Source: an optimization exercise on an open RTL-to-GDS flow (aim: small area). Production flows keep margins and buffers that such runs may drop.
In this exercise RTL edits were held to simulation tests only and were not proved equivalent to the original.
The clock port is modelled as an ideal driver, which makes a skipped or thinned clock tree look cheaper than it is; a real chip needs a root buffer or a tree.
Power figures rest on the tool's default switching activity, not on a simulated workload.

==> flow/design.v <==
module debouncer(input clk, input reset, input noisy, output clean);
	reg [1:0] ff_i;
	reg [6:0] c;
	reg ff_o;
	wire counter_max = c[6] & ~c[3] & ~c[2] & ~c[1] & ~c[0];
	wire clear = (ff_i[0] ^ ff_i[1]) | counter_max | ~reset;
	always @(posedge clk) begin
		ff_i[0] <= noisy & reset;
		if (!reset)
			ff_o <= 1'b0;
		else if (counter_max)
			ff_o <= ff_i[1];
	end
	always @(posedge clk)
		ff_i[1] <= ff_i[0];
	always @(posedge clk) begin
		if (clear) c <= 7'd0;
		else c <= {c[5:0], ~(c[6] ^ c[3])};
	end
	assign clean = ff_o;
endmodule
module sevseg (input clk, reset, button1, button2,
				 output reg [3:0] wys,
				 output [7:0] segment);
reg [3:0] counter;
reg [1:0] stan;
reg [9:0] counter2;
reg [9:0] counter3;
reg [3:0] dig0;
reg [2:0] dig1;
reg [3:0] dig2;
reg [3:0] dig3;
reg running;
reg running2;
reg mode;
reg button1_prev;
reg button2_prev;
wire e1 = button1 & ~button1_prev;
wire e2 = button2 & ~button2_prev;
wire cnt_max = counter == 4'b1000;
always @(posedge clk) begin
	if (!reset)
		stan <= 2'd0;
	else if (cnt_max)
		stan <= stan + 2'd1;
end
always @(posedge clk) begin
	if (!reset)
		counter <= 4'd0;
	else
		counter <= {counter[2:0], ~(counter[3] ^ counter[0]) & ~(counter[2] & counter[1])};
end
wire A = reset & ~e1 & (mode ? running : running2);
wire run_up = mode & A;
wire run_dn = ~mode & A;
wire c2_max = (counter2 == 10'd356);
wire c3_max = (counter3 == 10'd356);
always @(posedge clk) begin
	if (!reset | (run_up & c2_max))
		counter2 <= 10'd0;
	else if (run_up)
		counter2 <= {counter2[8:0], ~(counter2[9] ^ counter2[6])};
	if (!reset | (run_dn & c3_max))
		counter3 <= 10'd0;
	else if (run_dn)
		counter3 <= {counter3[8:0], ~(counter3[9] ^ counter3[6])};
end
wire [3:0] d0 = dig0, d2 = dig2, d3 = dig3;
wire [2:0] d1 = dig1;
wire T = mode ? c2_max : c3_max;
wire g0 = d0[3] & d0[1];           
wire g1 = &d1;                     
wire g2 = d2[3] & d2[1];           
wire s1 = d1[2] & d1[1] & ~d1[0];  
wire c1 = mode ? s1 : g1;
function [3:0] tg(input [3:0] b, input m, input sel);
	reg [3:0] t;
	reg u1, u2, u3;
	begin
		t = ~(b ^ {4{m}});
		u1 = sel & t[0];
		u2 = u1 & t[1];
		u3 = u2 & t[2];
		tg = b ^ {u3, u2, u1, sel};
	end
endfunction
function [2:0] tg3(input [2:0] b, input m, input sel);
	reg [2:0] t;
	reg u1, u2;
	begin
		t = ~(b ^ {3{m}});
		u1 = sel & t[0];
		u2 = u1 & t[1];
		tg3 = b ^ {u2, u1, sel};
	end
endfunction
wire ld = e2 | ~reset;
wire m6 = mode & reset;
wire k0 = A & (c1 | g0);
wire k1 = A & c1;
wire k2 = A & g2;
wire i0 = A & T;
wire i1 = A & g0;
wire [3:0] n0 = tg(d0, mode, i0);
wire [2:0] n1 = tg3(d1, mode, i1);
wire [3:0] n2 = tg(d2, mode, k1);
wire [3:0] n3 = tg(d3, mode, k2);
wire [3:0] k9 = {~mode, 2'b00, ~mode};
wire [2:0] k5 = {~mode, 1'b0, ~mode};
always @(posedge clk) begin
	dig0 <= k0 ? k9 : (ld & ~i0) ? 4'd0 : n0;
	dig1 <= k1 ? k5 : (ld & ~i1) ? 3'd0 : n1;
	dig2 <= k2 ? k9 : (ld & ~k1) ? 4'd0 : n2;
	dig3 <= (ld & ~k2) ? {1'b0, m6, m6, 1'b0} : n3;
end
always @(posedge clk) begin
	if (!reset) begin
		running <= 1'b1;
		running2 <= 1'b1;
		mode <= 1'b0;
	end else begin
		if (e2)
			mode <= ~mode;
		if (mode & e1)
			running <= ~running;
		if (~mode & e1)
			running2 <= ~running2;
	end
	button1_prev <= button1;
	button2_prev <= button2;
end
reg [3:0] led_bcd;
always @(*) begin
	case (stan)
		2'd0: begin wys = 4'b0001; led_bcd = dig0; end
		2'd1: begin wys = 4'b0010; led_bcd = {&dig1, dig1}; end
		2'd2: begin wys = 4'b0100; led_bcd = dig2; end
		default: begin wys = 4'b1000; led_bcd = dig3; end
	endcase
end
assign segment[7] = (stan == 2'd2);
reg [6:0] seg;
always @(*) begin
	case (led_bcd)
		4'h0: seg = 7'b0111111;
		4'h1: seg = 7'b0000110;
		4'h2: seg = 7'b1011011;
		4'h3: seg = 7'b1001111;
		4'h4: seg = 7'b1100110;
		4'h5: seg = 7'b1101101;
		4'h6: seg = 7'b1111101;
		4'h7: seg = 7'b0000111;
		4'h8: seg = 7'b1111111;
		4'h9: seg = 7'b1101111;
		4'hA: seg = 7'b1110111;
		4'hB: seg = 7'b1111111;
		4'hC: seg = 7'b0111001;
		4'hD: seg = 7'b0111111;
		4'hE: seg = 7'b1111001;
		default: seg = 7'b1110001;
	endcase
end
assign segment[6:0] = seg;
endmodule
module top(
	input clk,
	input reset,
	input button1,
	input button2,
	output [3:0] wys,
	output [7:0] segment
	);
	wire debounced_button1;
	wire debounced_button2;
	debouncer u_debouncer1 (
		.clk(clk),
		.reset(reset),
		.noisy(button1),
		.clean(debounced_button1)
		);
	debouncer u_debouncer2 (
		.clk(clk),
		.reset(reset),
		.noisy(button2),
		.clean(debounced_button2)
		);
	sevseg u_sevseg(
		.clk(clk),
		.reset(reset),
		.button1(debounced_button1),
		.button2(debounced_button2),
		.wys(wys),
		.segment(segment)
		);
endmodule
Settings: LEC_CHECK=0, CAP_MARGIN=20, CORE_MARGIN=2, CORE_UTILIZATION=65, SLEW_MARGIN=20; clock period 5.0 ns.
standard.sh (not shown) runs the stock make flow with config.mk's settings and CLKGATE_MAP_FILE= SYNTH_SCRIPT=/design/flow/synth_recipe.tcl, a recipe that flattens the netlist after the stock synthesis.
==> flow/flow/run.sh <==
#!/bin/bash
# Own layout flow: the standard ORFS flow (standard.sh, all steps) with these changes:
#  - synthesis maps with an area-oriented ABC script (flow/abc_area.script: deepsyn, then
#    amap; SEED is replaced by the deepsyn seed) and does not extract full/half adders;
#    registers and their names are as in the
#    standard synthesis. Synthesis runs once per deepsyn seed in SYNTH_SEEDS and the run with
#    the smallest cell area is kept for the rest of the flow;
#  - ports are buffered with the smallest buffer (buf_1);
#  - the clock is buffered by flow/cts_manual.tcl (4 clkbuf_8, each driving a cluster of
#    nearby flip-flops) in place of TritonCTS.
# Each ORFS step writes its full log under orfs/logs/ (and synth_seed_*/logs/ for the other
# synthesis runs); make's own output is in make_*.log here.
set -euo pipefail
W=$(pwd)
rm -rf "$W/orfs_scripts"
cp -r "$FLOW_HOME/scripts" "$W/orfs_scripts"
sed -i "s|^log_cmd clock_tree_synthesis {\\*}\$cts_args|source $W/flow/cts_manual.tcl|" "$W/orfs_scripts/cts.tcl"
grep -q cts_manual.tcl "$W/orfs_scripts/cts.tcl"
ARGS=(SCRIPTS_DIR="$W/orfs_scripts" ABC_AREA=1 ADDER_MAP_FILE= REMOVE_ABC_BUFFERS=1
  BUFFER_PORTS_ARGS="-buffer_cell sky130_fd_sc_hd__buf_1")
best=""
best_area=""
for s in ${SYNTH_SEEDS:-1 2 3 4 5 6 7 8}; do
  sed "s/SEED/$s/" "$W/flow/abc_area.script" > "$W/orfs_scripts/abc_area.script"
  rm -rf "$W/orfs"
  bash "$W/standard.sh" "${ARGS[@]}" synth > "$W/make_synth_seed_$s.log" 2>&1
  area=$(sed -n "s/.*Chip area for module '\\\\top': \([0-9.]*\).*/\1/p" \
    "$W/orfs/reports/sky130hd/top/base/synth_stat.txt" | head -1)
  echo "seed $s: synthesis cell area $area" | tee -a "$W/synth_seeds.log"
  mv "$W/orfs" "$W/synth_seed_$s"
  if [[ -z "$best" ]] || awk -v a="$area" -v b="$best_area" 'BEGIN { exit !(a < b) }'; then
    best=$s
    best_area=$area
  fi
done
echo "kept seed $best ($best_area)" | tee -a "$W/synth_seeds.log"
mv "$W/synth_seed_$best" "$W/orfs"
sed "s/SEED/$best/" "$W/flow/abc_area.script" > "$W/orfs_scripts/abc_area.script"
bash "$W/standard.sh" "${ARGS[@]}" ${FLOW_TARGET:-finish} > "$W/make_finish.log" 2>&1
Other scripts of this flow, unchanged in this note and not shown: flow/flow/abc_area.script, flow/flow/cts_manual.tcl
Rerun with:
--- a/flow/design.v
+++ b/flow/design.v
@@ -35,22 +35,22 @@
 reg mode;
 reg button1_prev;
 reg button2_prev;
 wire e1 = button1 & ~button1_prev;
 wire e2 = button2 & ~button2_prev;
-wire cnt_max = counter == 4'b1000;
+wire cnt_max = counter[3] & counter[1];
 always @(posedge clk) begin
 	if (!reset)
 		stan <= 2'd0;
 	else if (cnt_max)
 		stan <= stan + 2'd1;
 end
 always @(posedge clk) begin
-	if (!reset)
+	if (cnt_max | ~reset)
 		counter <= 4'd0;
 	else
-		counter <= {counter[2:0], ~(counter[3] ^ counter[0]) & ~(counter[2] & counter[1])};
+		counter <= counter + 4'd1;
 end
 wire A = reset & ~e1 & (mode ? running : running2);
 wire run_up = mode & A;
 wire run_dn = ~mode & A;
 wire c2_max = (counter2 == 10'd356);
Global-route usage falls by 1.2 points.
Sequential share of layout area drops by 0.22 points.
Clock power is lower by about 2%.
Final area is higher by 0.46%.
Worst setup slack improved by 0.36 ns.
Combinational power grows by 98%.
Sequential cell count does not change.
Wire length is lower by 3.1%.
Maximum frequency rises by 9.4%.
Synthesized area increases by 0.49%.
Register-to-register slack gains 0.42 ns.
Clock skew went down by 0.0063 ns.
In every run of this note, the design's own scripts or RTL, not TritonCTS, make the clock network.

==> port drivers added, routing unchanged <==
In the flow no input, the clock included, has a driving cell. The finished layouts below were timed again as built, in two steps. Step 1 (the two cells are an assumption about what drives the block):
set clk [get_ports {clk}]
set_driving_cell -lib_cell sky130_fd_sc_hd__clkbuf_16 $clk
set_driving_cell -lib_cell sky130_fd_sc_hd__buf_2 [delete_from_list [all_inputs] $clk]
Step 2 times the ports against the registers' clock, not the clock port: input delays grow and output delays shrink by t, the midpoint of the rising clock arrivals with the driver on. Slacks: no drivers / after step 1 / after step 2; pairs: no drivers / after step 1.
| run | shift t [ns] | slack for setup (ns) | cell pins on the clock port's net |
|---|---|---|---|
| the first run | 0.215 | 0.863 / 0.804 / 1.019 | 4 |
| the second run | 0.210 | 1.220 / 1.250 / 1.040 | 4 |
After both steps every run listed still meets setup and hold. The setup slack of the second run, which loses most, moves by +0.030 ns with the drivers and by -0.180 ns with both steps.
